Background: an optimization exercise with open tools, aiming at small area. Do not read the settings as production practice. The RTL was checked by simulation tests, not by an equivalence proof against the original design. No activity file was given, so power comes from the tool's default toggle rates.

File: config.mk
export PLATFORM = sky130hd
export DESIGN_NAME = top_level
export DESIGN_NICKNAME = top_level
export VERILOG_FILES = /design/flow/design.v
export SDC_FILE = /design/flow/constraint.sdc
export NUM_CORES = 8
export LEC_CHECK = 0
export ABC_AREA = 1
export CAP_MARGIN = 20
export CORE_MARGIN = 2
export CORE_UTILIZATION = 40
export SLEW_MARGIN = 20
File: constraint.sdc
create_clock -name core_clock -period 15.0 [get_ports {clk}]
set_input_delay 3.0000 -clock core_clock [delete_from_list [all_inputs] [get_ports {clk}]]
set_output_delay 3.0000 -clock core_clock [all_outputs]
set_load 0.01 [all_outputs]
File: design.v
module clock_divider_1s(
    input  wire clk,
    input  wire rst_n,
    output wire tick,       
    output wire first,      
    output wire tick_d1,    
    output wire [4:0] ph    
);
    reg [14:0] s;
    reg f;
    wire z13 = ~|s[13:1];
    wire fb = s[14] ^ s[13] ^ (z13 & ~s[0]);
    always @(posedge clk or negedge rst_n) begin
        if (!rst_n) begin
            s <= 15'd0;
            f <= 1'b0;
        end else begin
            s <= {s[13:0], fb};
            if (s[14] & z13 & ~s[0]) f <= 1'b1;
        end
    end
    wire zhi = ~s[14] & z13;
    assign tick    = f & zhi & ~s[0];
    assign first   = ~f & zhi & ~s[0];
    assign tick_d1 = f & zhi & s[0];
    assign ph = s[4:0];
endmodule
module btn_onepulse(
    input  wire clk,
    input  wire rst_n,
    input  wire btn_n,   
    output reg  pulse    
);
    localparam [9:0] MASK = 10'b1010101010;
    reg s0, s1;                  
    reg [9:0] q;
    reg db, db_d;
    wire [9:0] cnt = q ^ MASK;
    wire lvl = ~s1;              
    wire diff = lvl ^ db;
    wire full = cnt[9] & cnt[6] & cnt[5] & cnt[4] & cnt[3] & cnt[2] & cnt[0];
    wire fb = ~(cnt[9] ^ cnt[2]);
    wire run = diff & ~full;
    always @(posedge clk or negedge rst_n) begin
        if (!rst_n) begin
            s0    <= 1'b1;
            s1    <= 1'b1;
            q     <= MASK;
            db    <= 1'b0;
            db_d  <= 1'b0;
            pulse <= 1'b0;
        end else begin
            s0 <= btn_n;
            s1 <= s0;
            q  <= ({10{run}} & {cnt[8:0], fb}) ^ MASK;
            if (diff & full)
                db <= ~db;
            db_d  <= db;
            pulse <= db & ~db_d;
        end
    end
endmodule
module adjust_select(
    input  wire clk, rst_n,
    input  wire sw_mode,
    input  wire sel_pulse, up_pulse, down_pulse,
    input  wire first, tick_d1,
    output wire inc_sec, dec_sec, inc_min, dec_min, inc_hour, dec_hour,
    output wire inc_day, dec_day, inc_mon, dec_mon, inc_year, dec_year,
    output wire en_sec, en_min, en_hour, en_day, en_mon, en_year,
    output wire e76, e54, e32, e10         
);
    reg sw_mode_d, up_r, dn_r, nb;
    reg [1:0] idx, i_r;
    always @(posedge clk or negedge rst_n) begin
        if (!rst_n) begin
            sw_mode_d <= 1'b0;
            idx <= 2'd0;
            i_r <= 2'd0;
            up_r <= 1'b0;
            dn_r <= 1'b0;
            nb <= 1'b0;
        end else begin
            sw_mode_d <= sw_mode;
            i_r <= idx;
            up_r <= up_pulse;
            dn_r <= down_pulse & ~up_pulse;
            nb <= first | (nb ^ tick_d1);
            if (sw_mode != sw_mode_d)
                idx <= 2'd0;
            else if (sel_pulse)
                idx <= idx[1] ? 2'd0 : idx + 2'd1;
        end
    end
    wire f0 = ~i_r[1] & ~i_r[0];
    wire f1 = ~i_r[1] &  i_r[0];
    wire f2 =  i_r[1];
    wire t = ~sw_mode_d, d = sw_mode_d;
    assign inc_hour = up_r & t & f0;  assign dec_hour = dn_r & t & f0;
    assign inc_min  = up_r & t & f1;  assign dec_min  = dn_r & t & f1;
    assign inc_sec  = up_r & t & f2;  assign dec_sec  = dn_r & t & f2;
    assign inc_day  = up_r & d & f0;  assign dec_day  = dn_r & d & f0;
    assign inc_mon  = up_r & d & f1;  assign dec_mon  = dn_r & d & f1;
    assign inc_year = up_r & d & f2;  assign dec_year = dn_r & d & f2;
    wire adj = up_r | dn_r;
    assign en_hour = adj & t & f0;
    assign en_min  = adj & t & f1;
    assign en_sec  = adj & t & f2;
    assign en_day  = adj & d & f0;
    assign en_mon  = adj & d & f1;
    assign en_year = adj & d & f2;
    wire b = ~nb;
    assign e76 = b | (d & ~f2);
    assign e54 = b | ~((t & f0) | (d & f2));
    assign e32 = b | ~f1;
    assign e10 = b | ~((t & f2) | (d & f0));
endmodule
module bcd60(
    input  wire clk, rst_n,
    input  wire inc, dec,           
    output reg [2:0] q1,            
    output reg [3:0] q0,            
    output wire top                 
);
    wire o9 = q0[3] & q0[0];
    wire o0 = ~q0[3] & ~q0[2] & ~q0[1] & ~q0[0];
    assign top = q1[2] & q1[0] & o9;
    wire [3:0] ti0 = {q0[0] & (q0[3] | q0[2] & q0[1]), q0[0] & q0[1], q0[0] & ~q0[3], 1'b1};
    wire [3:0] td0 = {~q0[0] & ~q0[1] & ~q0[2], ~q0[0] & ~q0[1] & (q0[2] | q0[3]),
                      ~q0[0] & (q0[1] | q0[2] | q0[3]), 1'b1};
    wire [2:0] ti1 = {q1[0] & (q1[1] | q1[2]), q1[0] & ~q1[2], 1'b1};
    wire [2:0] td1 = {~q1[0] & ~q1[1], ~q1[0] & (q1[1] | q1[2]), 1'b1};
    always @(posedge clk or negedge rst_n) begin
        if (!rst_n) begin
            q1 <= 3'd0; q0 <= 4'd0;
        end else begin
            q0 <= q0 ^ ({4{inc}} & ti0 | {4{dec}} & td0);
            q1 <= q1 ^ ({3{inc & o9}} & ti1 | {3{dec & o0}} & td1);
        end
    end
endmodule
module hour24(
    input  wire clk, rst_n,
    input  wire inc, dec,
    output reg [1:0] q1,
    output reg [3:0] q0,
    output wire top                 
);
    wire o9 = q0[3] & q0[0];
    wire o0 = ~q0[3] & ~q0[2] & ~q0[1] & ~q0[0];
    assign top = q1[1] & q0[1] & q0[0];           
    wire bot = ~q1[1] & ~q1[0] & o0;
    wire [3:0] ti0 = {q0[0] & (q0[3] | q0[2] & q0[1]), q0[0] & q0[1], q0[0] & ~q0[3], 1'b1};
    wire [3:0] td0 = {~q0[0] & ~q0[1] & ~q0[2], ~q0[0] & ~q0[1] & (q0[2] | q0[3]),
                      ~q0[0] & (q0[1] | q0[2] | q0[3]), 1'b1};
    always @(posedge clk or negedge rst_n) begin
        if (!rst_n) begin
            q1 <= 2'd0; q0 <= 4'd0;
        end else if (inc & top) begin
            q1 <= 2'd0; q0 <= 4'd0;
        end else if (dec & bot) begin
            q1 <= 2'd2; q0 <= 4'd3;
        end else begin
            q0 <= q0 ^ ({4{inc}} & ti0 | {4{dec}} & td0);
            if (inc & o9) q1 <= {q1[0], ~q1[0]};
            else if (dec & o0) q1 <= {1'b0, q1[1]};
        end
    end
endmodule
module day31(
    input  wire clk, rst_n,
    input  wire inc, dec,
    input  wire m30, feb, leap,     
    output reg [1:0] q1,
    output reg [3:0] q0,
    output wire top                 
);
    wire d31 = q1[1] & q1[0] & q0[0];
    wire d30 = q1[1] & q1[0] & ~q0[0];
    wire d29 = q1[1] & ~q1[0] & q0[3] & q0[0];
    wire d28 = q1[1] & ~q1[0] & q0[3] & ~q0[0];
    assign top = feb ? (leap ? d29 : d28) : (m30 ? d30 : d31);
    wire big = (d31 & (m30 | feb)) | (feb & (d30 | (d29 & ~leap)));
    wire bot = ~q1[1] & ~q1[0] & ~q0[3] & ~q0[2] & ~q0[1];
    wire o9 = q0[3] & q0[0];
    wire o0 = ~q0[3] & ~q0[2] & ~q0[1] & ~q0[0];
    wire [3:0] ti0 = {q0[0] & (q0[3] | q0[2] & q0[1]), q0[0] & q0[1], q0[0] & ~q0[3], 1'b1};
    wire [3:0] td0 = {~q0[0] & ~q0[1] & ~q0[2], ~q0[0] & ~q0[1] & (q0[2] | q0[3]),
                      ~q0[0] & (q0[1] | q0[2] | q0[3]), 1'b1};
    wire [1:0] ti1 = {q1[0], 1'b1};
    wire [1:0] td1 = {~q1[0], 1'b1};
    always @(posedge clk or negedge rst_n) begin
        if (!rst_n) begin
            q1 <= 2'd0; q0 <= 4'd1;
        end else if (big | (inc & top)) begin
            q1 <= 2'd0; q0 <= 4'd1;
        end else if (dec & bot) begin
            q1 <= feb ? 2'd2 : 2'd3;
            q0 <= feb ? {3'b100, leap} : {3'b000, ~m30};
        end else begin
            q0 <= q0 ^ ({4{inc}} & ti0 | {4{dec}} & td0);
            q1 <= q1 ^ ({2{inc & o9}} & ti1 | {2{dec & o0}} & td1);
        end
    end
endmodule
module month12(
    input  wire clk, rst_n,
    input  wire inc, dec,
    output reg       q1,
    output reg [3:0] q0,
    output wire top                 
);
    assign top = q1 & q0[1];                      
    wire bot = ~q1 & ~q0[3] & ~q0[2] & ~q0[1];    
    wire o9 = q0[3] & q0[0];
    wire o0 = ~q0[3] & ~q0[2] & ~q0[1] & ~q0[0];
    wire [3:0] ti0 = {q0[0] & (q0[3] | q0[2] & q0[1]), q0[0] & q0[1], q0[0] & ~q0[3], 1'b1};
    wire [3:0] td0 = {~q0[0] & ~q0[1] & ~q0[2], ~q0[0] & ~q0[1] & (q0[2] | q0[3]),
                      ~q0[0] & (q0[1] | q0[2] | q0[3]), 1'b1};
    always @(posedge clk or negedge rst_n) begin
        if (!rst_n) begin
            q1 <= 1'b0; q0 <= 4'd1;
        end else if (inc & top) begin
            q1 <= 1'b0; q0 <= 4'd1;
        end else if (dec & bot) begin
            q1 <= 1'b1; q0 <= 4'd2;
        end else begin
            q0 <= q0 ^ ({4{inc}} & ti0 | {4{dec}} & td0);
            if ((inc & o9) | (dec & o0)) q1 <= ~q1;
        end
    end
endmodule
module year16k(
    input  wire clk, rst_n,
    input  wire inc, dec,
    output reg [3:0] l1, l0,
    output reg [3:0] e1, e0,
    output reg [1:0] r,
    output wire leap,
    output wire [3:0] y3, y2
);
    wire a9 = l0[3] & l0[0];
    wire a0 = ~l0[3] & ~l0[2] & ~l0[1] & ~l0[0];
    wire b9 = l1[3] & l1[0];
    wire b0 = ~l1[3] & ~l1[2] & ~l1[1] & ~l1[0];
    wire l00 = a0 & b0, l99 = a9 & b9;
    wire c9 = e0[3] & e0[0];
    wire c0 = ~e0[3] & ~e0[2] & ~e0[1] & ~e0[0];
    wire d0 = ~e1[3] & ~e1[2] & ~e1[1] & ~e1[0];
    wire e00 = c0 & d0;
    wire l_div4 = ~l0[0] & (l1[0] ^ ~l0[1]);
    wire e_div4 = ~e0[0] & (e1[0] ^ ~e0[1]);
    assign leap = l00 ? e_div4 : l_div4;
    wire etop = r[1] ? (~e1[3] & e1[1] & e1[0] & ~e0[3] & e0[2] & ~e0[1] & e0[0])
              : r[0] ? (~e1[3] & e1[1] & ~e1[0] & ~e0[3] & e0[2] & e0[1] & e0[0])
              : (e1[3] & e1[0] & c9);
    wire ymax = r[1] & etop & l1[3] & ~l1[0] & ~l0[2] & l0[1] & l0[0];
    wire ymin = ~r[1] & ~r[0] & e00 & l00;
    function [3:0] ti(input [3:0] q); ti = {q[0] & (q[3] | q[2] & q[1]), q[0] & q[1], q[0] & ~q[3], 1'b1}; endfunction
    function [3:0] td(input [3:0] q); td = {~q[0] & ~q[1] & ~q[2], ~q[0] & ~q[1] & (q[2] | q[3]), ~q[0] & (q[1] | q[2] | q[3]), 1'b1}; endfunction
    wire ei = inc & l99, ed = dec & l00;
    always @(posedge clk or negedge rst_n) begin
        if (!rst_n) begin
            l1 <= 4'd0; l0 <= 4'd0; e1 <= 4'd2; e0 <= 4'd0; r <= 2'd0;
        end else if (inc & ymax) begin
            l1 <= 4'd0; l0 <= 4'd0; e1 <= 4'd0; e0 <= 4'd0; r <= 2'd0;
        end else if (dec & ymin) begin
            l1 <= 4'd8; l0 <= 4'd3; e1 <= 4'd3; e0 <= 4'd5; r <= 2'd2;
        end else begin
            l0 <= l0 ^ ({4{inc}} & ti(l0) | {4{dec}} & td(l0));
            l1 <= l1 ^ ({4{inc & a9}} & ti(l1) | {4{dec & a0}} & td(l1));
            if (ei & etop) begin
                e1 <= 4'd0; e0 <= 4'd0; r <= {r[0], ~r[0] & ~r[1]};
            end else if (ed & e00) begin
                e1 <= r[1] ? 4'd2 : 4'd9; e0 <= r[1] ? 4'd7 : 4'd9; r <= {1'b0, r[1]};
            end else begin
                e0 <= e0 ^ ({4{ei}} & ti(e0) | {4{ed}} & td(e0));
                e1 <= e1 ^ ({4{ei & c9}} & ti(e1) | {4{ed & c0}} & td(e1));
            end
        end
    end
    assign y3 = r[0] ? 4'd9 : e1;
    assign y2 = r[0] ? 4'd9 : e0;
endmodule
module seg7(
    input  wire [3:0] v,
    output wire [6:0] s
);
    assign s[0] = (~v[3] & ~v[2] & ~v[1] & v[0]) | (v[2] & ~v[1] & ~v[0]);
    assign s[1] = v[2] & (v[1] ^ v[0]);
    assign s[2] = ~v[2] & v[1] & ~v[0];
    assign s[3] = (v[2] & ~(v[1] ^ v[0])) | (~v[3] & ~v[2] & ~v[1] & v[0]);
    assign s[4] = v[0] | (v[2] & ~v[1]);
    assign s[5] = (v[1] & v[0]) | (~v[2] & v[1]) | (~v[3] & ~v[2] & v[0]);
    assign s[6] = (~v[3] & ~v[2] & ~v[1]) | (v[2] & v[1] & v[0]);
endmodule
module seg7t(
    input  wire [2:0] v,
    output wire [6:0] s
);
    assign s[0] = (v[0] & ~v[1] & ~v[2]) | (~v[0] & v[2]);
    assign s[1] = (v[0] & v[2]);
    assign s[2] = (~v[0] & v[1]);
    assign s[3] = (v[0] & ~v[1] & ~v[2]) | (~v[0] & v[2]);
    assign s[4] = ~((~v[0] & ~v[2]));
    assign s[5] = (v[0] & ~v[2]) | (v[1]);
    assign s[6] = (~v[1] & ~v[2]);
endmodule
module top_level(
    input  wire clk,
    input  wire [3:0]  button,
    input  wire [17:0] SW,
    output wire [6:0]  HEX0, HEX1, HEX2, HEX3, HEX4, HEX5, HEX6, HEX7
);
    wire rst_n = button[3];
    wire sw_mode = SW[0];
    wire tick, first, tick_d1;
    wire [4:0] ph;
    clock_divider_1s u_div (.clk(clk), .rst_n(rst_n), .tick(tick), .first(first),
                            .tick_d1(tick_d1), .ph(ph));
    wire sel_pulse, up_pulse, down_pulse;
    btn_onepulse u_sel  (.clk(clk), .rst_n(rst_n), .btn_n(button[2]), .pulse(sel_pulse));
    btn_onepulse u_up   (.clk(clk), .rst_n(rst_n), .btn_n(button[1]), .pulse(up_pulse));
    btn_onepulse u_down (.clk(clk), .rst_n(rst_n), .btn_n(button[0]), .pulse(down_pulse));
    wire inc_sec, dec_sec, inc_min, dec_min, inc_hour, dec_hour;
    wire inc_day, dec_day, inc_mon, dec_mon, inc_year, dec_year;
    wire en_sec, en_min, en_hour, en_day, en_mon, en_year;
    wire e76, e54, e32, e10;
    adjust_select u_adj (
        .clk(clk), .rst_n(rst_n), .sw_mode(sw_mode),
        .sel_pulse(sel_pulse), .up_pulse(up_pulse), .down_pulse(down_pulse),
        .first(first), .tick_d1(tick_d1),
        .inc_sec(inc_sec), .dec_sec(dec_sec), .inc_min(inc_min), .dec_min(dec_min),
        .inc_hour(inc_hour), .dec_hour(dec_hour), .inc_day(inc_day), .dec_day(dec_day),
        .inc_mon(inc_mon), .dec_mon(dec_mon), .inc_year(inc_year), .dec_year(dec_year),
        .en_sec(en_sec), .en_min(en_min), .en_hour(en_hour),
        .en_day(en_day), .en_mon(en_mon), .en_year(en_year),
        .e76(e76), .e54(e54), .e32(e32), .e10(e10));
    reg c;
    wire carry_sec  = c & ph[0];
    wire carry_min  = c & ph[1];
    wire carry_hour = c & ph[2];
    wire carry_day  = c & ph[3];
    wire carry_mon  = c & ph[4];
    wire [2:0] s1, m1; wire [3:0] s0, m0, h0, d0, o0, l1, l0;
    wire [1:0] h1, d1; wire o1;
    wire [3:0] y3, y2;
    wire s_top, m_top, h_top, d_top, o_top, leap;
    bcd60 u_sec (.clk(clk), .rst_n(rst_n), .inc(inc_sec | (~en_sec & tick)), .dec(dec_sec),
                 .q1(s1), .q0(s0), .top(s_top));
    bcd60 u_min (.clk(clk), .rst_n(rst_n), .inc(inc_min | (~en_min & carry_sec)), .dec(dec_min),
                 .q1(m1), .q0(m0), .top(m_top));
    hour24 u_hour (.clk(clk), .rst_n(rst_n), .inc(inc_hour | (~en_hour & carry_min)), .dec(dec_hour),
                   .q1(h1), .q0(h0), .top(h_top));
    wire m30 = ~o1 ? (o0 == 4'd4 || o0 == 4'd6 || o0 == 4'd9) : (o0 == 4'd1);
    wire feb = ~o1 & (o0 == 4'd2);
    day31 u_day (.clk(clk), .rst_n(rst_n), .inc(inc_day | (~en_day & carry_hour)), .dec(dec_day),
                 .m30(m30), .feb(feb), .leap(leap), .q1(d1), .q0(d0), .top(d_top));
    month12 u_mon (.clk(clk), .rst_n(rst_n), .inc(inc_mon | (~en_mon & carry_day)), .dec(dec_mon),
                   .q1(o1), .q0(o0), .top(o_top));
    year16k u_year (.clk(clk), .rst_n(rst_n), .inc(inc_year | (~en_year & carry_mon)), .dec(dec_year),
                    .l1(l1), .l0(l0), .e1(), .e0(), .r(), .leap(leap), .y3(y3), .y2(y2));
    always @(posedge clk or negedge rst_n) begin
        if (!rst_n) c <= 1'b0;
        else c <= (tick & ~en_sec & s_top)
                | (carry_sec & ~en_min & m_top)
                | (carry_min & ~en_hour & h_top)
                | (carry_hour & ~en_day & d_top)
                | (carry_day & ~en_mon & o_top);
    end
    wire [3:0] dg7 = y3;
    wire [3:0] dg6 = y2;
    wire [3:0] dg5 = sw_mode ? l1 : {2'b00, h1};
    wire [3:0] dg4 = sw_mode ? l0 : h0;
    wire [2:0] dg3 = sw_mode ? {2'b00, o1} : m1;
    wire [3:0] dg2 = sw_mode ? o0 : m0;
    wire [2:0] dg1 = sw_mode ? {1'b0, d1} : s1;
    wire [3:0] dg0 = sw_mode ? d0 : s0;
    wire [6:0] g7, g6, g5, g4, g3, g2, g1, g0;
    seg7 u7 (.v(dg7), .s(g7));
    seg7 u6 (.v(dg6), .s(g6));
    seg7 u5 (.v(dg5), .s(g5));
    seg7 u4 (.v(dg4), .s(g4));
    seg7t u3 (.v(dg3), .s(g3));
    seg7 u2 (.v(dg2), .s(g2));
    seg7t u1 (.v(dg1), .s(g1));
    seg7 u0 (.v(dg0), .s(g0));
    assign HEX7 = g7 | {7{~(sw_mode & e76)}};
    assign HEX6 = g6 | {7{~(sw_mode & e76)}};
    assign HEX5 = g5 | {7{~e54}};
    assign HEX4 = g4 | {7{~e54}};
    assign HEX3 = g3 | {7{~e32}};
    assign HEX2 = g2 | {7{~e32}};
    assign HEX1 = g1 | {7{~e10}};
    assign HEX0 = g0 | {7{~e10}};
endmodule
File: flow/run.sh
#!/bin/bash
# Layout flow: the standard flow (standard.sh) with these changes
#  - synthesis maps the logic with an area-oriented ABC script (flow/area.abc)
#    and without extracting half/full adder cells (ADDER_MAP_FILE empty);
#  - ports are buffered with buf_1 cells;
#  - the clock tree is built from clkbuf_4 cells, without dummy loads.
# Each tool's output goes to the ORFS logs under orfs/logs; the make output
# to flow.log.
set -euo pipefail
export FLOW_WORK=$PWD
export FLOW_ABC_SCRIPT=$PWD/flow/area.abc
bash standard.sh \
  SYNTH_SCRIPT=$PWD/flow/synth.tcl \
  ADDER_MAP_FILE= \
  "BUFFER_PORTS_ARGS=-buffer_cell sky130_fd_sc_hd__buf_1" \
  "CTS_ARGS=-sink_clustering_enable -repair_clock_nets -buf_list sky130_fd_sc_hd__clkbuf_4 -dont_use_dummy_load" \
  finish > flow.log 2>&1
File: flow/area.abc
strash
&get -n
&fraig -x
&put
scorr
dc2
strash
&get -n
&deepsyn -T 120
&dch -f
&nf -R 1000 -p -F 10 -A 10
&put
File: flow/synth.tcl
# The standard flow's synthesis (synth_recipe.tcl, which runs ORFS's synth.tcl) with one
# change: ABC maps the logic with flow/area.abc, an area-oriented script, in
# place of ORFS's abc_area.script.  Registers are mapped before ABC runs and
# are not touched by it.
proc abc {args} {
  set i [lsearch -exact $args -script]
  if {$i >= 0} {
    lset args [expr {$i + 1}] $::env(FLOW_ABC_SCRIPT)
  }
  yosys abc {*}$args
}
source $::env(FLOW_WORK)/synth_recipe.tcl
File: standard.sh
#!/bin/bash
# synth_recipe.tcl (not shown) runs the flow's synth.tcl, then flattens the netlist and writes it again
# the make line also repeats each setting of config.mk as NAME=value (left out here)
make -C /OpenROAD-flow-scripts/flow DESIGN_CONFIG=/design/flow/config.mk WORK_HOME=/design/flow/orfs CLKGATE_MAP_FILE= SYNTH_SCRIPT=/design/flow/synth_recipe.tcl "${@:-finish}"
==> notes.md, run 1 <==
Tcrit/Tclk final=between 50% and 60%; drt wl/cell=about 14 um; Vias/cell=5.514; HPWL Detailed=~9 mm; CP Max Fanout=39; Setup CP Type=in -> out; total I/O pin count=between 70 and 80; GRT Util Overall=between 10% and 20%; largest net degree at the start of global routing=63; first-pass GRT wire length=around 22 mm; DR DRC count=0; DRT Pass-1 Iters=5; n_diodes=0; Layout area overhead=10.11%; final slew viol count=0; Post-DRT Antenna Nets=0; Mapped Area=0.005931 sq mm; Fin Setup TNS=0 ns; CP peak stage delay=~0.64 ns; core area=0.01453 sq mm; CTS Sinks=between 100 and 150; Primary FF master, synth=dfrtp_1; highest ir drop seen on vdd=around 41 uV; cell count after synthesis=655; Final nets=~760; vias in the first global route=4739; RSZ-0062 raised after global routing=false; via count=5062; Avg Cell Area, Syn=9.054 sq um; Critical Path End Type=output port; Slew @ Worst Pin=~1.1 ns; syn nets=roughly 680; # rows=44; CTS resizes=0; Relative slew margins=28.70%; critical path launch point type=input pin; # hold bufs at CTS=0; TritonCTS clock tree=yes; Pleak=between 0.002 and 0.003 uW; min Tclk post-route=7.856 ns; Seq cells post-synth=between 100 and 150; Die X=between 100 and 150 um; layout cells sized above 1=6.267%; CP dominant cell by count=a21boi_0; Post-CTS Setup Bufs=0; synth warn=9; critical path data arrival time=about 5 ns; fmax=roughly 0.13 GHz; PD cells=~77 mW/mm^2; die extent in y=125.8 um; clock tree buffer depth=2; Final Hold Fails=0; GPL Wtd Cong=0.8665; cts bufs inserted=17; Die Footprint=around 0.016 sq mm; status=no timing/DRC/antenna violations; EDFF count, synth=0; Yosys cell types=between 50 and 60; delay-heaviest family, CP=buffers and inverters; slowest CP cell=clkbuf_2; root buffer cell=clkbuf_4; I/O Buffers=just over 60; Worst-Skew Late Latency=roughly 0.52 ns; H-tree Lvls=4; ys async rst share=100.0%; initial core utilization=between 40% and 50%; final core area utilization=around 45%; Critical Path RT=between 10 and 15 ns; Hold Path Class=reg -> reg; WP buf/inv=3; GRT Residual Overflow=0; post-synthesis sequential area ratio=between 50 and 60%; skew final=0.04865 ns; First DRT Iteration DRCs=around 400; crit-path cells=clkbuf_2 > a21boi_0 > buf_4 > o311ai_0 > o21a_1 > a21boi_0 > buf_1; Total Wirelength=roughly 13 mm; Clock transition at path regs=around 0.07 ns; Final setup viols=0; Max Cap Viol=0; antenna violations before repair=0
per-layer routing:
layer	track usage, %	routed length (um)
met5	0	0
met4	5.818	159
met3	4.163	633
met2	26.80	6013
met1	22.87	5915
final timing paths:
path                            cells past startpoint                endpoint  slack (ns)                      start
worst max-delay path                                7                 HEX7[0]        7.14                      SW[0]
worst min-delay path                                0      u_sel.s1$_DFF_PN1_        0.36         u_sel.s0$_DFF_PN1_
worst max register to register                     14  u_year.e0[2]$_DFF_PN0_       10.75  u_adj.sw_mode_d$_DFF_PN0_
worst min register to register                      0      u_sel.s1$_DFF_PN1_        0.36         u_sel.s0$_DFF_PN1_
max in group asynchronous                           2      u_adj.nb$_DFF_PN0_       11.18                  button[3]
min in group asynchronous                           1   u_min.q0[0]$_DFF_PN0_        2.57                  button[3]
metrics by stage:
step | total power [uW] | setup WS (ns) | hold slack, ns | area [sq um] | instances
2_1_floorplan | 346.0 | 7.526 | 0.3452 | 5931 | 655
3_3_place_gp | 360.5 | 7.199 | 0.3457 | 6402 | 901
3_5_place_dp | 361.3 | 7.149 | 0.3472 | 6402 | 901
4_1_cts | 512.0 | 7.140 | 0.3582 | 6530 | 918
5_1_grt | 531.3 | 6.958 | 0.3635 | 6530 | 918
6_report | 502.8 | 7.144 | 0.3566 | 6530 | 918
synthesized netlist by cell type, drive strengths merged, types with 5 or more instances:
master  count  share of area (%)
and2       10                1.1
or3         7               0.74
o311ai      5               0.74
dfrtp      95                 40
nand3b      6               0.76
a21boi      5               0.63
nor2b      14                1.5
a21oi      40                3.4
and3        6               0.63
nor4        8               0.84
a31oi       9               0.95
nand3      28                2.4
nand2     119                7.5
a22oi       5               0.63
o211ai      7               0.89
o21ai      38                3.2
mux2        5               0.95
xor2        8                1.2
nor3       18                1.5
clkinv     16                1.0
nor3b       5               0.63
dfstp      24                 11
nor2       80                5.1
xnor2      17                2.5
nand2b     15                1.6
mux2i       7                1.2
power breakdown:
group          internal, uW  switching (uW)  leakage, uW  total (uW)
registers               325            1.61      0.00154         326
clock network          51.6            96.7    0.0000782         148
logic                  8.14            20.0      0.00124        28.1
total                   385             118      0.00286         503
cells in the final DEF (no fill, tap or decap), drive strengths merged, types with 6 or more instances in the layout:
cell type and instances:
nor2b 14, o211ai 7, nor3 18, nand3b 6, nor4 8, a21oi 40
nand2b 15, buf 62, nor2 80, and3 6, or3 7, o21ai 38
nand2 119, clkinv 16, clkbuf 19, dfstp 24, xor2 8, xnor2 17
dfrtp 95, a31oi 9, mux2i 7, and2 10, nand3 28
cell type report:
type,instances,area (sq um)
timing repair buffer,64,256.5
tap,184,230.2
multi-input combinational,518,2848
sequential,119,3008
clock buffer,17,127.6
inverter,16,60.06
fill,1442,8004
cell families (layout without fill, tap and decap cells):
kind of cell    Yosys count  count (layout)  share of synthesized area (%)
compound gates          146             146                          15.44
xor+xnor                 25              25                          3.692
simple gates            335             335                          26.75
flops                   119             119                          50.72
buf+inv                  18              97                          1.266
mux                      12              12                          2.131
sequential cells by signal, summed over array words and instances, names as in the netlist, 2 cells and up:
name       count
u_year.e0      4
u_down.q      10
u_adj.idx      2
u_up.q        10
u_year.e1      4
u_mon.q0       4
u_sel.q       10
u_hour.q1      2
u_sec.q0       4
u_year.r       2
u_min.q0       4
u_year.l1      4
u_sec.q1       3
u_hour.q0      4
u_year.l0      4
u_day.q1       2
u_day.q0       4
u_min.q1       3
u_div.s       15
u_adj.i_r      2
==> run 2, diff against run 1 <==
--- a/design.v
+++ b/design.v
@@ -41,21 +41,21 @@
     wire full = cnt[9] & cnt[6] & cnt[5] & cnt[4] & cnt[3] & cnt[2] & cnt[0];
     wire fb = ~(cnt[9] ^ cnt[2]);
     wire run = diff & ~full;
+    always @(posedge clk) begin
+        db_d <= db;
+        q    <= ({10{run}} & {cnt[8:0], fb}) ^ MASK;
+    end
     always @(posedge clk or negedge rst_n) begin
         if (!rst_n) begin
             s0    <= 1'b1;
             s1    <= 1'b1;
-            q     <= MASK;
             db    <= 1'b0;
-            db_d  <= 1'b0;
             pulse <= 1'b0;
         end else begin
             s0 <= btn_n;
             s1 <= s0;
-            q  <= ({10{run}} & {cnt[8:0], fb}) ^ MASK;
             if (diff & full)
                 db <= ~db;
-            db_d  <= db;
             pulse <= db & ~db_d;
         end
     end
@@ -72,17 +72,17 @@
 );
     reg sw_mode_d, up_r, dn_r, nb;
     reg [1:0] idx, i_r;
+    always @(posedge clk) begin
+        sw_mode_d <= sw_mode;
+        i_r <= idx;
+    end
     always @(posedge clk or negedge rst_n) begin
         if (!rst_n) begin
-            sw_mode_d <= 1'b0;
             idx <= 2'd0;
-            i_r <= 2'd0;
             up_r <= 1'b0;
             dn_r <= 1'b0;
             nb <= 1'b0;
         end else begin
-            sw_mode_d <= sw_mode;
-            i_r <= idx;
             up_r <= up_pulse;
             dn_r <= down_pulse & ~up_pulse;
             nb <= first | (nb ^ tick_d1);
@@ -235,52 +235,40 @@
     input  wire inc, dec,
     output reg [3:0] l1, l0,
     output reg [3:0] e1, e0,
-    output reg [1:0] r,
+    output reg r,
     output wire leap,
     output wire [3:0] y3, y2
 );
-    wire a9 = l0[3] & l0[0];
-    wire a0 = ~l0[3] & ~l0[2] & ~l0[1] & ~l0[0];
-    wire b9 = l1[3] & l1[0];
-    wire b0 = ~l1[3] & ~l1[2] & ~l1[1] & ~l1[0];
+    function [3:0] ti(input [3:0] q); ti = {q[0] & (q[3] | q[2] & q[1]), q[0] & q[1], q[0] & ~q[3], 1'b1}; endfunction
+    function [3:0] td(input [3:0] q); td = {~q[0] & ~q[1] & ~q[2], ~q[0] & ~q[1] & (q[2] | q[3]), ~q[0] & (q[1] | q[2] | q[3]), 1'b1}; endfunction
+    wire a9 = l0[3] & l0[0], a0 = ~l0[3] & ~l0[2] & ~l0[1] & ~l0[0];
+    wire b9 = l1[3] & l1[0], b0 = ~l1[3] & ~l1[2] & ~l1[1] & ~l1[0];
+    wire c9 = e0[3] & e0[0], c0 = ~e0[3] & ~e0[2] & ~e0[1] & ~e0[0];
+    wire f9 = e1[3] & e1[0], f0 = ~e1[3] & ~e1[2] & ~e1[1] & ~e1[0];
     wire l00 = a0 & b0, l99 = a9 & b9;
-    wire c9 = e0[3] & e0[0];
-    wire c0 = ~e0[3] & ~e0[2] & ~e0[1] & ~e0[0];
-    wire d0 = ~e1[3] & ~e1[2] & ~e1[1] & ~e1[0];
-    wire e00 = c0 & d0;
     wire l_div4 = ~l0[0] & (l1[0] ^ ~l0[1]);
     wire e_div4 = ~e0[0] & (e1[0] ^ ~e0[1]);
     assign leap = l00 ? e_div4 : l_div4;
-    wire etop = r[1] ? (~e1[3] & e1[1] & e1[0] & ~e0[3] & e0[2] & ~e0[1] & e0[0])
-              : r[0] ? (~e1[3] & e1[1] & ~e1[0] & ~e0[3] & e0[2] & e0[1] & e0[0])
-              : (e1[3] & e1[0] & c9);
-    wire ymax = r[1] & etop & l1[3] & ~l1[0] & ~l0[2] & l0[1] & l0[0];
-    wire ymin = ~r[1] & ~r[0] & e00 & l00;
-    function [3:0] ti(input [3:0] q); ti = {q[0] & (q[3] | q[2] & q[1]), q[0] & q[1], q[0] & ~q[3], 1'b1}; endfunction
-    function [3:0] td(input [3:0] q); td = {~q[0] & ~q[1] & ~q[2], ~q[0] & ~q[1] & (q[2] | q[3]), ~q[0] & (q[1] | q[2] | q[3]), 1'b1}; endfunction
     wire ei = inc & l99, ed = dec & l00;
+    wire wmax = inc & r & e1[2] & e1[1] & e0[1] & e0[0] & l1[3] & ~l1[0] & ~l0[2] & l0[1] & l0[0];
+    wire wmin = dec & ~r & c0 & f0 & l00;
     always @(posedge clk or negedge rst_n) begin
         if (!rst_n) begin
-            l1 <= 4'd0; l0 <= 4'd0; e1 <= 4'd2; e0 <= 4'd0; r <= 2'd0;
-        end else if (inc & ymax) begin
-            l1 <= 4'd0; l0 <= 4'd0; e1 <= 4'd0; e0 <= 4'd0; r <= 2'd0;
-        end else if (dec & ymin) begin
-            l1 <= 4'd8; l0 <= 4'd3; e1 <= 4'd3; e0 <= 4'd5; r <= 2'd2;
+            l1 <= 4'd0; l0 <= 4'd0; e1 <= 4'd2; e0 <= 4'd0; r <= 1'b0;
         end else begin
-            l0 <= l0 ^ ({4{inc}} & ti(l0) | {4{dec}} & td(l0));
-            l1 <= l1 ^ ({4{inc & a9}} & ti(l1) | {4{dec & a0}} & td(l1));
-            if (ei & etop) begin
-                e1 <= 4'd0; e0 <= 4'd0; r <= {r[0], ~r[0] & ~r[1]};
-            end else if (ed & e00) begin
-                e1 <= r[1] ? 4'd2 : 4'd9; e0 <= r[1] ? 4'd7 : 4'd9; r <= {1'b0, r[1]};
-            end else begin
-                e0 <= e0 ^ ({4{ei}} & ti(e0) | {4{ed}} & td(e0));
-                e1 <= e1 ^ ({4{ei & c9}} & ti(e1) | {4{ed & c0}} & td(e1));
-            end
+            l0 <= l0 ^ ({4{inc}} & ti(l0) | {4{dec}} & td(l0)) ^ {wmin, wmax, wmin, 1'b0};
+            l1 <= l1 ^ ({4{inc & a9}} & ti(l1) | {4{dec & a0}} & td(l1)) ^ {wmax, 2'b00, wmin};
+            e0 <= e0 ^ ({4{ei}} & ti(e0) | {4{ed}} & td(e0)) ^ {wmin, 1'b0, wmax | wmin, wmax};
+            e1 <= e1 ^ ({4{ei & c9}} & ti(e1) | {4{ed & c0}} & td(e1)) ^ {wmin, wmax | wmin, wmax | wmin, wmin};
+            r  <= r ^ (ei & c9 & f9) ^ (ed & c0 & f0) ^ wmax;
         end
     end
-    assign y3 = r[0] ? 4'd9 : e1;
-    assign y2 = r[0] ? 4'd9 : e0;
+    wire lt28 = ~e1[2] & (~e1[1] | (~e1[0] & ~e0[3]));
+    wire bor = ~e0[3];
+    wire [3:0] o28 = bor ? e0 + 4'd2 : {3'b000, e0[0]};
+    wire [3:0] t28 = e1 - 4'd2 - {3'b000, bor};
+    assign y3 = ~r ? e1 : lt28 ? 4'd9 : t28;
+    assign y2 = ~r ? e0 : lt28 ? 4'd9 : o28;
 endmodule
 module seg7(
     input  wire [3:0] v,
@@ -352,17 +340,16 @@
                  .q1(m1), .q0(m0), .top(m_top));
     hour24 u_hour (.clk(clk), .rst_n(rst_n), .inc(inc_hour | (~en_hour & carry_min)), .dec(dec_hour),
                    .q1(h1), .q0(h0), .top(h_top));
-    wire m30 = ~o1 ? (o0 == 4'd4 || o0 == 4'd6 || o0 == 4'd9) : (o0 == 4'd1);
-    wire feb = ~o1 & (o0 == 4'd2);
+    wire m30 = o1 ? o0[0] : (o0[2] & ~o0[0]) | (o0[3] & o0[0]);
+    wire feb = ~o1 & ~o0[2] & o0[1] & ~o0[0];
     day31 u_day (.clk(clk), .rst_n(rst_n), .inc(inc_day | (~en_day & carry_hour)), .dec(dec_day),
                  .m30(m30), .feb(feb), .leap(leap), .q1(d1), .q0(d0), .top(d_top));
     month12 u_mon (.clk(clk), .rst_n(rst_n), .inc(inc_mon | (~en_mon & carry_day)), .dec(dec_mon),
                    .q1(o1), .q0(o0), .top(o_top));
     year16k u_year (.clk(clk), .rst_n(rst_n), .inc(inc_year | (~en_year & carry_mon)), .dec(dec_year),
                     .l1(l1), .l0(l0), .e1(), .e0(), .r(), .leap(leap), .y3(y3), .y2(y2));
-    always @(posedge clk or negedge rst_n) begin
-        if (!rst_n) c <= 1'b0;
-        else c <= (tick & ~en_sec & s_top)
+    always @(posedge clk) begin
+        c <= (tick & ~en_sec & s_top)
                 | (carry_sec & ~en_min & m_top)
                 | (carry_min & ~en_hour & h_top)
                 | (carry_hour & ~en_day & d_top)
==> notes.md, run 2 <==
status=no timing/DRC/antenna violations; Yosys cell types=just over 50; Setup CP Type=in -> out; via count=around 4900; Synth top area share=approximately a third; Worst-Skew Late Latency=0.49 ns; root buffer cell=clkbuf_4; most frequent cell after synthesis=nand2_1; largest net degree at the start of global routing=59; top cells by count, synth=nand2_1 (101), dfrtp_1 (72), nor2_1 (65), o21ai_0 (56), a21oi_1 (38); Max Cap Viol=0; Primary FF master, synth=dfrtp_1; post-synthesis sequential area ratio=between 40% and 50%; CP dominant cell by count=a21boi_0; Post-DRT Antenna Nets=0; final core area utilization=a little under half; GRT Residual Overflow=0; Hold WS=~0.35 ns; critical path data arrival time=a little under 6 ns; core area=roughly 0.014 sq mm; Synth area leader=dfrtp_1; CP Max Fanout=38; die extent in y=123.7 um; WP buf/inv=3; Critical Path End Type=output port; total I/O pin count=79; Vias/cell=around 5.4; slowest CP cell=a21boi_0; delay-heaviest family, CP=compound AO/OA/AOI/OAI gates; Clock transition at path regs=0.09 ns; min Tclk post-route=just under 9 ns; dpl cells=slightly below 900; # rows=43; EDFF count, synth=0; First DRT Iteration DRCs=roughly 330; clock tree buffer depth=2; n_diodes=0; cts bufs inserted=17; ys async rst share=between 60 and 70%; synth top area cells=dfrtp_1 (31%), dfxtp_1 (13%), nand2_1 (6.6%); Avg Cell Area, Syn=8.853 sq um; Relative slew margins=a little over two fifths; RSZ-0062 raised after global routing=false; initial core utilization=41.11%; max FFs per register=15; PD cells=just under 80 mW/mm^2; H-tree Lvls=4; first-pass GRT wire length=between 20 and 25 mm; fmax=~0.11 GHz; drt wl/cell=about 14 um; CTS resizes=0; Post-CTS Setup Bufs=0; GPL Wtd Cong=about 0.83; Seq cells post-synth=around 120; cell count after synthesis=647; Tcrit/Tclk final=about three fifths; Die Footprint=0.01529 sq mm; TritonCTS clock tree=yes; antenna violations before repair=0; Final nets=750; synth warn=9; highest ir drop seen on vdd=54.86 uV; commonest non-fill, non-tap cell in the layout=nand2_1; hold path start=u_sel.s0$_DFF_PN1_; DRT Pass-1 Iters=4; Total Wirelength=roughly 12 mm; syn nets=670; Non-Filler Instances=roughly 910; Slew @ Worst Pin=0.8458 ns; Critical Path RT=12.00 ns; commonest cells after routing, fill and taps aside=nand2_1 (101), dfrtp_1 (72), nor2_1 (65), buf_1 (60), o21ai_0 (56); reg-to-reg critical path startpoint=u_adj.sw_mode_d$_DFF_P_; layout cells sized above 1=4.000%; Mapped Area=between 0.005 and 0.006 sq mm; DR DRC count=0; I/O Buffers=about 60; skew final=about 0.025 ns; Layout area overhead=10.22%; Pleak=0.002665 uW; GRT Util Overall=between 10% and 20%; Hold Path Class=reg -> reg; Fin Setup TNS=0 ns; Largest Register=u_div.s; crit-path cells=buf_1 > buf_4 > a21boi_0 > o21ai_0 > a311o_1 > a21boi_0 > o31ai_1 > nor2b_1 > a21o_1 > a21boi_0 > buf_1; Die X=between 100 and 150 um; vias in the first global route=4489; CP peak stage delay=0.74 ns; final slew viol count=0; Final Hold Fails=0; critical path launch point type=input pin; CTS Sinks=about 120; Setup crit start=SW[0]; Final setup viols=0; # hold bufs at CTS=0; HPWL Detailed=slightly above 9 mm
[run 2: cell types whose count changed after synthesis, moves of 4 or more]
cell      delta
dfrtp_1     -23
nand2_1     -18
dfstp_2     -15
dfxtp_1     +37
nand2b_1    +11
nor2b_1      +7
o21ai_0     +18
o31ai_1      +6
o21a_1       +7
nor2_1      -15
o211ai_1     -4
[run 2: final timing paths]
kind	slack (ns)	endpoint	cells past startpoint
worst max register to register	11.30	u_year.e0[1]$_DFF_PN0_	12
min in group asynchronous	2.43	u_adj.idx[0]$_DFFE_PN0P_	1
worst max-delay path	6.17	HEX6[2]	11
max in group asynchronous	11.50	u_min.q0[2]$_DFF_PN0_	2
worst min register to register	0.35	u_sel.s1$_DFF_PN1_	0
worst min-delay path	0.35	u_sel.s1$_DFF_PN1_	0
[run 2: metrics by stage]
stage,worst slack [ns],cell area (sq um),power (uW)
6_report,6.171,6314,496.3
3_3_place_gp,6.307,6186,357.3
2_1_floorplan,6.973,5728,343.9
5_1_grt,5.983,6314,525.3
4_1_cts,6.184,6314,506.0
3_5_place_dp,6.178,6186,358.2
[run 2: cell families after synthesis]
group,Yosys count,synth area share [%]
simple gates,307,25.95
compound gates,163,17.26
xor+xnor,31,4.740
mux,13,2.425
buf+inv,15,1.114
flops,118,48.51
[run 2: worst reg2reg max path, stage by stage, from the launching register on]
cell,delay (ns)
dfxtp_1,0.59
nand3_1,0.22
or3_1,0.39
nor3_1,0.23
nand2b_1,0.14
nand2b_1,0.24
nor4_1,0.48
nand2_1,0.16
or4_1,0.50
o21ai_0,0.22
o21ai_0,0.16
nor2_1,0.17
xor2_1,0.15
[run 2: cell type report]
cell class | instances | area, sq um
fill | 1368 | 7621
multi-input combinational | 514 | 2885
clock buffer | 17 | 127.6
timing repair buffer | 63 | 247.7
sequential | 118 | 2779
inverter | 13 | 48.80
tap | 180 | 225.2
[run 2: metal layers]
metal  track usage [%]  part of all wire (%)
met1             22.55                    48
met2             27.95                    49
met3             4.396                   2.8
met4             5.469                  0.52
met5                 0                     0
[run 2: report_power, final]
group	internal [uW]	switching, uW
clock	51.7	93.6
combinational	8.95	19.3
sequential	320	2.37
total	381	115
==> run 3, diff against run 2 <==
--- a/flow/run.sh
+++ b/flow/run.sh
@@ -1,6 +1,7 @@
 #!/bin/bash
 # Layout flow: the standard flow (standard.sh) with these changes
-#  - synthesis maps the logic with an area-oriented ABC script (flow/area.abc)
+#  - synthesis maps the logic with an area-oriented ABC script (flow/area.abc),
+#    the best of several seeds (see flow/synth.tcl),
 #    and without extracting half/full adder cells (ADDER_MAP_FILE empty);
 #  - ports are buffered with buf_1 cells;
 #  - the clock tree is built from clkbuf_4 cells, without dummy loads.
@@ -9,6 +10,7 @@
 set -euo pipefail
 export FLOW_WORK=$PWD
 export FLOW_ABC_SCRIPT=$PWD/flow/area.abc
+export FLOW_ABC_SEEDS="1 2 3 4 5 6"
 bash standard.sh \
   SYNTH_SCRIPT=$PWD/flow/synth.tcl \
   ADDER_MAP_FILE= \
==> flow/area.abc (replaced) <==
strash
&get -n
&fraig -x
&put
scorr
dc2
strash
&get -n
&deepsyn -T 60 -S @SEED@
&dch -f
&nf -R 1000 -p -F 10 -A 10
&put
==> flow/synth.tcl (replaced) <==
# The standard flow's synthesis (synth_recipe.tcl, which runs ORFS's synth.tcl) with one
# change: ABC maps the logic with an area-oriented script (flow/area.abc,
# which ends with &deepsyn and &nf), tried with several random seeds of
# &deepsyn; the smallest result is kept.  Registers are mapped before ABC
# runs and are not touched by it.
proc abc {args} {
  set i [lsearch -exact $args -script]
  set lib_args {}
  foreach {k v} $args { if {$k eq "-liberty"} { lappend lib_args -liberty $v } }
  set tmpl [read [open $::env(FLOW_ABC_SCRIPT)]]
  set best_area 1e99
  yosys design -save abc_in
  foreach seed $::env(FLOW_ABC_SEEDS) {
    set script $::env(FLOW_WORK)/abc_seed$seed.script
    set f [open $script w]
    puts $f [string map [list @SEED@ $seed] $tmpl]
    close $f
    yosys design -load abc_in
    lset args [expr {$i + 1}] $script
    yosys abc {*}$args
    yosys tee -q -o $::env(FLOW_WORK)/abc_seed$seed.stat stat {*}$lib_args
    set area 1e99
    regexp {Chip area for module [^:]*: ([0-9.]+)} [read [open $::env(FLOW_WORK)/abc_seed$seed.stat]] -> area
    puts "ABC seed $seed: area $area"
    if {$area < $best_area} {
      set best_area $area
      yosys design -save abc_best
    }
  }
  yosys design -load abc_best
  puts "ABC: kept area $best_area"
}
source $::env(FLOW_WORK)/synth_recipe.tcl
==> notes.md, run 3 <==
top cells by count, synth=nand2_1 (102), dfrtp_1 (72), nor2_1 (72), o21ai_0 (56), a21oi_1 (40); Final Hold Fails=0; fmax=0.1231 GHz; core area=~0.014 sq mm; drt wl/cell=14.12 um; most frequent cell after synthesis=nand2_1; RSZ-0062 raised after global routing=false; clock tree buffer depth=2; Die X=between 100 and 150 um; first-pass GRT wire length=roughly 22 mm; # rows=43; Sw Ratio=23.26%; Worst-Skew Late Latency=between 0.5 and 0.6 ns; Final nets=750; worst reg-to-reg setup slack=11.28 ns; Vias/cell=between 5 and 6; Primary FF master, synth=dfrtp_1; die extent in y=around 120 um; via count=approximately 4900; HPWL Detailed=a little over 9 mm; vias in the first global route=4678; GPL Wtd Cong=slightly above 0.8; switching power=~120 uW; max FFs per register=15; cell count after synthesis=roughly 650; Yosys cell types=52; GRT Util Overall=between 10% and 20%; Synth area leader=dfrtp_1; reg2reg end=u_year.e0[1]$_DFF_PN0_; antenna violations before repair=0; n_diodes=0; H-tree Lvls=4; post-synthesis sequential area ratio=between 40% and 50%; Slew @ Worst Pin=roughly 0.79 ns; Seq cells post-synth=118; Layout area overhead=10.42%; Total Wirelength=around 13 mm; I/O Buffers=slightly above 60; Clk pwr share=29.0%; Post-DRT Antenna Nets=0; hold path start=u_down.s0$_DFF_PN1_; Comb power frac=a little over 6%; layout cells sized above 1=around 4%; Synth top area share=about a third; min Tclk post-route=roughly 8 ns; Avg Cell Area, Syn=slightly below 9 sq um; reg-to-reg critical path startpoint=u_adj.sw_mode_d$_DFF_P_; total I/O pin count=between 70 and 80; Fin Setup TNS=0 ns; Final setup viols=0; final slew viol count=0; Setup WS post-layout=slightly below 7 ns; skew final=between 0.02 and 0.03 ns; synth top area cells=dfrtp_1 (32%), dfxtp_1 (13%), nand2_1 (6.8%); CTS Sinks=118; commonest cells after routing, fill and taps aside=nand2_1 (102), nor2_1 (72), dfrtp_1 (72), buf_1 (60), o21ai_0 (56); ys async rst share=68.64%; Pleak=0.002561 uW; worst slack, placed=between 6 and 7 ns; internal power=roughly 380 uW; Reg2Reg Depth=14; Clock transition at path regs=~0.090 ns; Hold EP=u_down.s1$_DFF_PN1_; PD cells=just under 80 mW/mm^2; synth warn=9; Critical Path RT=about 12 ns; initial core utilization=around two fifths; Die Footprint=0.01510 sq mm; hold path cells=0; EDFF count, synth=0; sequential share of power=about two thirds; commonest non-fill, non-tap cell in the layout=nand2_1; Mapped Area=0.005654 sq mm; Hold Path Class=reg -> reg; First DRT Iteration DRCs=between 300 and 400; largest net degree at the start of global routing=82; Largest Register=u_div.s; Relative slew margins=46.77%; Critical Path End Type=output port; Post-CTS Setup Bufs=0; critical path launch point type=input pin; CP Max Fanout=34; GRT Residual Overflow=0; syn nets=670; DRT Pass-1 Iters=5; status=no timing/DRC/antenna violations; critical path data arrival time=around 5.1 ns; TritonCTS clock tree=yes; Tcrit/Tclk final=54.16%; CTS resizes=0; Setup CP Type=in -> out; cts bufs inserted=17; DR DRC count=0; # hold bufs at CTS=0; highest ir drop seen on vdd=58.99 uV; Max Cap Viol=0; root buffer cell=clkbuf_4
## run 3: cell types whose count changed in the layout (fill, tap and decap cells not counted), sizes merged, moves of 5 or more
cell / delta
nor3: +6
nand2b: -5
and2: -6
nor2: +7
o211ai: +5
## run 3: how the worst max path moves through the flow
stage	from	end	slack [ns]	depth (start not counted)
floorplan	SW[0]	HEX0[3]	7.71	5
global placement	SW[0]	HEX4[3]	6.90	9
detailed placement	SW[0]	HEX4[3]	6.85	9
CTS	SW[0]	HEX4[3]	6.85	9
global route	SW[0]	HEX4[3]	6.72	9
finish	SW[0]	HEX4[3]	6.88	9
## run 3: final cells by class
cell class	count	area, sq um
Tap cell	180	225.2
Inverter	16	60.06
Clock buffer	17	127.6
Multi-Input combinational cell	511	2800
Timing Repair Buffer	63	251.5
Fill cell	1399	7584
Sequential cell	118	2779
## run 3: routing by layer
layer / part of all wire, % / track usage, %
met5: 0 / 0
met4: 0.73 / 6.897
met3: 4.2 / 4.474
met2: 48 / 29.32
met1: 48 / 23.84
## run 3: power by group through the flow
stage	sequential, uW	clock (uW)	combinational [uW]
2_1_floorplan	328	0	16.5
3_3_place_gp	329	0	30.3
3_5_place_dp	329	0	30.9
4_1_cts	322	152	31.1
5_1_grt	323	167	34.5
6_report	322	144	30.3
## run 3: kinds of logic after synthesis
kind of cell	share of synthesized area, %
AND/OR/NAND/NOR	24.78
AO/OA/AOI/OAI	18.90
flip-flops	49.15
XOR/XNOR	4.492
buffers and inverters	1.328
multiplexers	1.350
## run 3: stage by stage
| stage | area [sq um] | hold slack, ns | total power [uW] | util [%] | instances |
|---|---|---|---|---|---|
| 2_1_floorplan | 5654 | 0.3434 | 344.8 | - | 647 |
| 3_3_place_gp | 6112 | 0.3453 | 359.0 | 44.20 | 888 |
| 3_5_place_dp | 6112 | 0.3489 | 359.7 | 44.20 | 888 |
| 4_1_cts | 6240 | 0.3388 | 506.0 | 45.13 | 905 |
| 5_1_grt | 6243 | 0.3434 | 524.9 | 45.15 | 905 |
| 6_report | 6243 | 0.3381 | 496.5 | 45.15 | 905 |
## run 3: worst max-delay path, stage by stage
cell      delay [ns]
buf_1           0.07
buf_4           0.36
clkinv_1        0.48
nand2_1         0.22
o22ai_1         0.12
or3_1           0.41
a21boi_0        0.15
nand2b_1        0.16
buf_1           0.12
==> run 4, diff against run 3 <==
--- a/design.v
+++ b/design.v
@@ -142,93 +142,63 @@
 module hour24(
     input  wire clk, rst_n,
     input  wire inc, dec,
-    output reg [1:0] q1,
-    output reg [3:0] q0,
+    output wire [1:0] q1,
+    output wire [3:0] q0,
     output wire top                 
 );
-    wire o9 = q0[3] & q0[0];
-    wire o0 = ~q0[3] & ~q0[2] & ~q0[1] & ~q0[0];
-    assign top = q1[1] & q0[1] & q0[0];           
-    wire bot = ~q1[1] & ~q1[0] & o0;
-    wire [3:0] ti0 = {q0[0] & (q0[3] | q0[2] & q0[1]), q0[0] & q0[1], q0[0] & ~q0[3], 1'b1};
-    wire [3:0] td0 = {~q0[0] & ~q0[1] & ~q0[2], ~q0[0] & ~q0[1] & (q0[2] | q0[3]),
-                      ~q0[0] & (q0[1] | q0[2] | q0[3]), 1'b1};
+    reg [4:0] h;
+    assign top = h[4] & h[2] & h[1] & h[0];       
+    wire bot = ~|h;
     always @(posedge clk or negedge rst_n) begin
-        if (!rst_n) begin
-            q1 <= 2'd0; q0 <= 4'd0;
-        end else if (inc & top) begin
-            q1 <= 2'd0; q0 <= 4'd0;
-        end else if (dec & bot) begin
-            q1 <= 2'd2; q0 <= 4'd3;
-        end else begin
-            q0 <= q0 ^ ({4{inc}} & ti0 | {4{dec}} & td0);
-            if (inc & o9) q1 <= {q1[0], ~q1[0]};
-            else if (dec & o0) q1 <= {1'b0, q1[1]};
-        end
+        if (!rst_n) h <= 5'd0;
+        else if (inc) h <= top ? 5'd0 : h + 5'd1;
+        else if (dec) h <= bot ? 5'd23 : h - 5'd1;
     end
+    assign q1 = (h >= 5'd20) ? 2'd2 : (h >= 5'd10) ? 2'd1 : 2'd0;
+    assign q0 = (h >= 5'd20) ? h[3:0] - 4'd4 : (h >= 5'd10) ? h[3:0] - 4'd10 : h[3:0];
 endmodule
 module day31(
     input  wire clk, rst_n,
     input  wire inc, dec,
-    input  wire m30, feb, leap,     
-    output reg [1:0] q1,
-    output reg [3:0] q0,
-    output wire top                 
-);
-    wire d31 = q1[1] & q1[0] & q0[0];
-    wire d30 = q1[1] & q1[0] & ~q0[0];
-    wire d29 = q1[1] & ~q1[0] & q0[3] & q0[0];
-    wire d28 = q1[1] & ~q1[0] & q0[3] & ~q0[0];
-    assign top = feb ? (leap ? d29 : d28) : (m30 ? d30 : d31);
-    wire big = (d31 & (m30 | feb)) | (feb & (d30 | (d29 & ~leap)));
-    wire bot = ~q1[1] & ~q1[0] & ~q0[3] & ~q0[2] & ~q0[1];
-    wire o9 = q0[3] & q0[0];
-    wire o0 = ~q0[3] & ~q0[2] & ~q0[1] & ~q0[0];
-    wire [3:0] ti0 = {q0[0] & (q0[3] | q0[2] & q0[1]), q0[0] & q0[1], q0[0] & ~q0[3], 1'b1};
-    wire [3:0] td0 = {~q0[0] & ~q0[1] & ~q0[2], ~q0[0] & ~q0[1] & (q0[2] | q0[3]),
-                      ~q0[0] & (q0[1] | q0[2] | q0[3]), 1'b1};
-    wire [1:0] ti1 = {q1[0], 1'b1};
-    wire [1:0] td1 = {~q1[0], 1'b1};
+    input  wire m30, feb, leap,
+    output wire [1:0] q1,
+    output wire [3:0] q0,
+    output wire top
+);
+    reg [4:0] d;
+    wire [4:0] mx = feb ? {4'b1110, leap} : {4'b1111, ~m30};
+    assign top = d == mx;
+    wire big = d > mx;
+    wire bot = d == 5'd1;
     always @(posedge clk or negedge rst_n) begin
-        if (!rst_n) begin
-            q1 <= 2'd0; q0 <= 4'd1;
-        end else if (big | (inc & top)) begin
-            q1 <= 2'd0; q0 <= 4'd1;
-        end else if (dec & bot) begin
-            q1 <= feb ? 2'd2 : 2'd3;
-            q0 <= feb ? {3'b100, leap} : {3'b000, ~m30};
-        end else begin
-            q0 <= q0 ^ ({4{inc}} & ti0 | {4{dec}} & td0);
-            q1 <= q1 ^ ({2{inc & o9}} & ti1 | {2{dec & o0}} & td1);
-        end
+        if (!rst_n) d <= 5'd1;
+        else if (big | (inc & top)) d <= 5'd1;
+        else if (inc) d <= d + 5'd1;
+        else if (dec) d <= bot ? mx : d - 5'd1;
     end
+    assign q1 = (d >= 5'd30) ? 2'd3 : (d >= 5'd20) ? 2'd2 : (d >= 5'd10) ? 2'd1 : 2'd0;
+    assign q0 = (d >= 5'd30) ? d[3:0] - 4'd14 : (d >= 5'd20) ? d[3:0] - 4'd4 : (d >= 5'd10) ? d[3:0] - 4'd10 : d[3:0];
 endmodule
 module month12(
     input  wire clk, rst_n,
     input  wire inc, dec,
-    output reg       q1,
-    output reg [3:0] q0,
-    output wire top                 
-);
-    assign top = q1 & q0[1];                      
-    wire bot = ~q1 & ~q0[3] & ~q0[2] & ~q0[1];    
-    wire o9 = q0[3] & q0[0];
-    wire o0 = ~q0[3] & ~q0[2] & ~q0[1] & ~q0[0];
-    wire [3:0] ti0 = {q0[0] & (q0[3] | q0[2] & q0[1]), q0[0] & q0[1], q0[0] & ~q0[3], 1'b1};
-    wire [3:0] td0 = {~q0[0] & ~q0[1] & ~q0[2], ~q0[0] & ~q0[1] & (q0[2] | q0[3]),
-                      ~q0[0] & (q0[1] | q0[2] | q0[3]), 1'b1};
+    output wire       q1,
+    output wire [3:0] q0,
+    output wire top,                
+    output wire m30, feb            
+);
+    reg [3:0] m;
+    assign top = m[3] & m[2];                     
+    wire bot = ~m[3] & ~m[2] & ~m[1];             
     always @(posedge clk or negedge rst_n) begin
-        if (!rst_n) begin
-            q1 <= 1'b0; q0 <= 4'd1;
-        end else if (inc & top) begin
-            q1 <= 1'b0; q0 <= 4'd1;
-        end else if (dec & bot) begin
-            q1 <= 1'b1; q0 <= 4'd2;
-        end else begin
-            q0 <= q0 ^ ({4{inc}} & ti0 | {4{dec}} & td0);
-            if ((inc & o9) | (dec & o0)) q1 <= ~q1;
-        end
+        if (!rst_n) m <= 4'd1;
+        else if (inc) m <= top ? 4'd1 : m + 4'd1;
+        else if (dec) m <= bot ? 4'd12 : m - 4'd1;
     end
+    assign q1 = m[3] & (m[2] | m[1]);             
+    assign q0 = q1 ? m - 4'd10 : m;
+    assign m30 = (m == 4'd4) | (m == 4'd6) | (m == 4'd9) | (m == 4'd11);
+    assign feb = (m == 4'd2);
 endmodule
 module year16k(
     input  wire clk, rst_n,
@@ -340,12 +310,11 @@
                  .q1(m1), .q0(m0), .top(m_top));
     hour24 u_hour (.clk(clk), .rst_n(rst_n), .inc(inc_hour | (~en_hour & carry_min)), .dec(dec_hour),
                    .q1(h1), .q0(h0), .top(h_top));
-    wire m30 = o1 ? o0[0] : (o0[2] & ~o0[0]) | (o0[3] & o0[0]);
-    wire feb = ~o1 & ~o0[2] & o0[1] & ~o0[0];
+    wire m30, feb;
     day31 u_day (.clk(clk), .rst_n(rst_n), .inc(inc_day | (~en_day & carry_hour)), .dec(dec_day),
                  .m30(m30), .feb(feb), .leap(leap), .q1(d1), .q0(d0), .top(d_top));
     month12 u_mon (.clk(clk), .rst_n(rst_n), .inc(inc_mon | (~en_mon & carry_day)), .dec(dec_mon),
-                   .q1(o1), .q0(o0), .top(o_top));
+                   .q1(o1), .q0(o0), .top(o_top), .m30(m30), .feb(feb));
     year16k u_year (.clk(clk), .rst_n(rst_n), .inc(inc_year | (~en_year & carry_mon)), .dec(dec_year),
                     .l1(l1), .l0(l0), .e1(), .e0(), .r(), .leap(leap), .y3(y3), .y2(y2));
     always @(posedge clk) begin
--- a/flow/run.sh
+++ b/flow/run.sh
@@ -10,7 +10,7 @@
 set -euo pipefail
 export FLOW_WORK=$PWD
 export FLOW_ABC_SCRIPT=$PWD/flow/area.abc
-export FLOW_ABC_SEEDS="1 2 3 4 5 6"
+export FLOW_ABC_SEEDS="1 2 3 4 5 6 7 8"
 bash standard.sh \
   SYNTH_SCRIPT=$PWD/flow/synth.tcl \
   ADDER_MAP_FILE= \
==> notes.md, run 4 <==
Pleak=0.002557 uW; antenna violations before repair=1; PD cells=approximately 79 mW/mm^2; final core area utilization=44.93%; Die Footprint=approximately 0.015 sq mm; Reg2Reg Depth=12; Critical Path End Type=output port; final slew viol count=0; top cells by count, synth=nand2_1 (94), nor2_1 (82), dfrtp_1 (69), o21ai_0 (47), a21oi_1 (39); Hold WS=around 0.36 ns; Clock transition at path regs=approximately 0.08 ns; Non-Filler Instances=904; post-synthesis sequential area ratio=roughly 48%; via count=4875; Slew @ Worst Pin=0.8577 ns; status=no timing/DRC/antenna violations; DRT Pass-1 Iters=4; Vias/cell=~5.4; core area=around 0.014 sq mm; synth warn=9; Relative slew margins=between 40% and 50%; first-pass GRT wire length=around 20 mm; worst reg-to-reg setup slack=11.20 ns; Synth top area share=between 30 and 40%; internal power=375.3 uW; critical path launch point type=input pin; syn nets=about 670; min Tclk post-route=between 8 and 9 ns; fmax=roughly 0.12 GHz; critical path data arrival time=5.28 ns; First DRT Iteration DRCs=roughly 360; Total Wirelength=~12 mm; vias in the first global route=around 4500; Tcrit/Tclk final=between 50% and 60%; Post-DRT Antenna Nets=0; Clk pwr share=~30%; Largest Register=u_div.s; clock tree buffer depth=2; reg-to-reg critical path startpoint=u_adj.i_r[1]$_DFF_P_; sequential share of power=approximately 64%; I/O Buffers=between 60 and 70; Sw Ratio=about a quarter; Critical Path RT=about 12 ns; cell count after synthesis=approximately 650; highest ir drop seen on vdd=around 60 uV; Final nets=748; CTS resizes=0; commonest cells after routing, fill and taps aside=nand2_1 (94), nor2_1 (82), dfrtp_1 (69), buf_1 (60), o21ai_0 (47); Comb power frac=under 10%; RSZ-0062 raised after global routing=false; Setup crit start=SW[0]; Final Hold Fails=0; most frequent cell after synthesis=nand2_1; hold path cells=0; Avg Cell Area, Syn=between 8 and 9 sq um; max FFs per register=15; cts bufs inserted=17; synth top area cells=dfrtp_1 (31%), dfxtp_1 (13%), nand2_1 (6.3%); Layout area overhead=10.53%; Cell Area, Placed=between 0.006 and 0.007 sq mm; Die X=122.5 um; Setup CP Type=in -> out; CP Max Fanout=35; drt wl/cell=13.37 um; largest net degree at the start of global routing=slightly below 80; layout cells sized above 1=~4%; total I/O pin count=a little under 80; CTS Sinks=roughly 120; CP peak stage delay=approximately 0.5 ns; root buffer cell=clkbuf_4; DR DRC count=0; Post-CTS Setup Bufs=0; crit-path cells=buf_1 > buf_4 > clkinv_1 > o21ai_0 > nor2_1 > nor3b_1 > clkinv_1 > a22o_1 > buf_1; Mapped Area=approximately 0.0056 sq mm; Hold EP=u_sel.s1$_DFF_PN1_; hold path start=u_sel.s0$_DFF_PN1_; TritonCTS clock tree=yes; slowest CP cell=o21ai_0; dpl cells=around 900; Final setup viols=0; EDFF count, synth=0; die extent in y=about 120 um; Seq cells post-synth=approximately 120; Fin Setup TNS=0 ns; # rows=between 40 and 50; Hold Path Class=reg -> reg; ys async rst share=between 60% and 70%; Worst-Skew Late Latency=between 0.5 and 0.6 ns; area taken by multi-input logic gates=roughly 0.0028 sq mm; Storage cell area=approximately 0.0027 sq mm; H-tree Lvls=4; initial core utilization=between 40% and 50%; HPWL Detailed=8.698 mm; GRT Util Overall=17.09%; Max Cap Viol=0; Synth area leader=dfrtp_1; # hold bufs at CTS=0; Yosys cell types=51; GRT Residual Overflow=0; reg2reg end=u_year.e1[0]$_DFF_PN0_; layout filler cell count=1378; switching power=between 100 and 150 uW; cell area after layout=approximately 0.0062 sq mm; skew final=about 0.039 ns; GPL Wtd Cong=between 0.8 and 0.9; commonest non-fill, non-tap cell in the layout=nand2_1; Primary FF master, synth=dfrtp_1
==> run 4: cell count changes after synthesis, moves of 4 or more <==
cell      previous run  this run
nand3b_1             1         5
nand2_1            102        94
xnor2_1             20        28
o22ai_1             11         2
nor3_1              23        18
o21ai_0             56        47
nor2_1              72        82
and2_0               6        11
and3_1               4         8
==> run 4: critical path, delay by kind of cell <==
kind,cells,cell delay (ns)
AO/OA/AOI/OAI,2,0.72
buffers and inverters,5,1.16
AND/OR/NAND/NOR,2,0.38
==> run 4: through the flow <==
| step | power, uW | worst slack [ns] |
|---|---|---|
| floorplan | 340.5 | 7.727 |
| global placement | 354.8 | 6.816 |
| detailed placement | 355.9 | 6.767 |
| CTS | 502.3 | 6.754 |
| global route | 521.0 | 6.464 |
| finish | 493.0 | 6.716 |
==> run 4: logic make-up (layout without fill, tap and decap cells) <==
kind of cell | after synthesis | after routing | share of synthesized area (%)
compound gates | 150 | 150 | 16.56
xor+xnor | 35 | 35 | 5.454
simple gates | 316 | 316 | 26.80
flops | 115 | 115 | 48.11
buf+inv | 21 | 99 | 1.536
other cells | 0 | 1 | 0
mux | 8 | 8 | 1.536
==> run 4: routing by layer <==
metal,wire (um),vias up,share of wire (%),global-route usage (%)
met3,444,8,3.7,5.204
li1,-,2448,-,-
met1,5800,2331,48,22.24
met5,0,-,0,0
met2,5693,88,47,26.94
met4,144,0,1.2,6.106
==> run 4: how the worst max path moves through the flow <==
stage / end / cells past startpoint
2_1_floorplan: HEX0[3] / 8
3_3_place_gp: HEX4[5] / 9
3_5_place_dp: HEX4[5] / 9
4_1_cts: HEX4[5] / 9
5_1_grt: HEX4[5] / 9
6_report: HEX4[5] / 9
==> run 4: cell type report <==
cell class / count / share of cell area, %
multi-input combinational: 509 / 45.56
sequential: 115 / 43.52
timing repair buffer: 63 / 4.048
tap: 180 / 3.625
clock buffer: 17 / 2.054
inverter: 19 / 1.148
antenna: 1 / 0.04028
==> run 4: power by group through the flow <==
stage | sequential, uW | clock, uW | combinational, uW
finish | 316 | 144 | 33.0
global placement | 322 | 0 | 32.6
global route | 317 | 166 | 38.0
floorplan | 322 | 0 | 18.9
detailed placement | 322 | 0 | 33.5
CTS | 316 | 153 | 33.6

## afterwards: timing with drivers on the ports
The flow's constraints put no driver on any port. The routed layouts listed below were extracted and timed again, unchanged, in two steps.
Step 1 (the two cells are an assumption about what drives the block):
set clk [get_ports {clk}]
set_driving_cell -lib_cell sky130_fd_sc_hd__clkbuf_16 $clk
set_driving_cell -lib_cell sky130_fd_sc_hd__buf_2 [delete_from_list [all_inputs] $clk]
Step 2 also shifts input and output timing later by t, the mid clock arrival at the registers, as if the neighbouring blocks saw the same clock.
Slacks: ideal / step 1 / step 2; pairs: ideal / step 1.
run	shift t [ns]	setup WS [ns]	clock arrival spread, ns
run 1	0.535	7.144 / 7.122 / 7.122	0.052 / 0.052
run 2	0.518	6.171 / 6.147 / 6.147	0.029 / 0.028
run 3	0.536	6.876 / 6.854 / 6.854	0.041 / 0.041
run 4	0.530	6.716 / 6.692 / 6.692	0.039 / 0.039
After both steps every run listed still meets setup and hold.
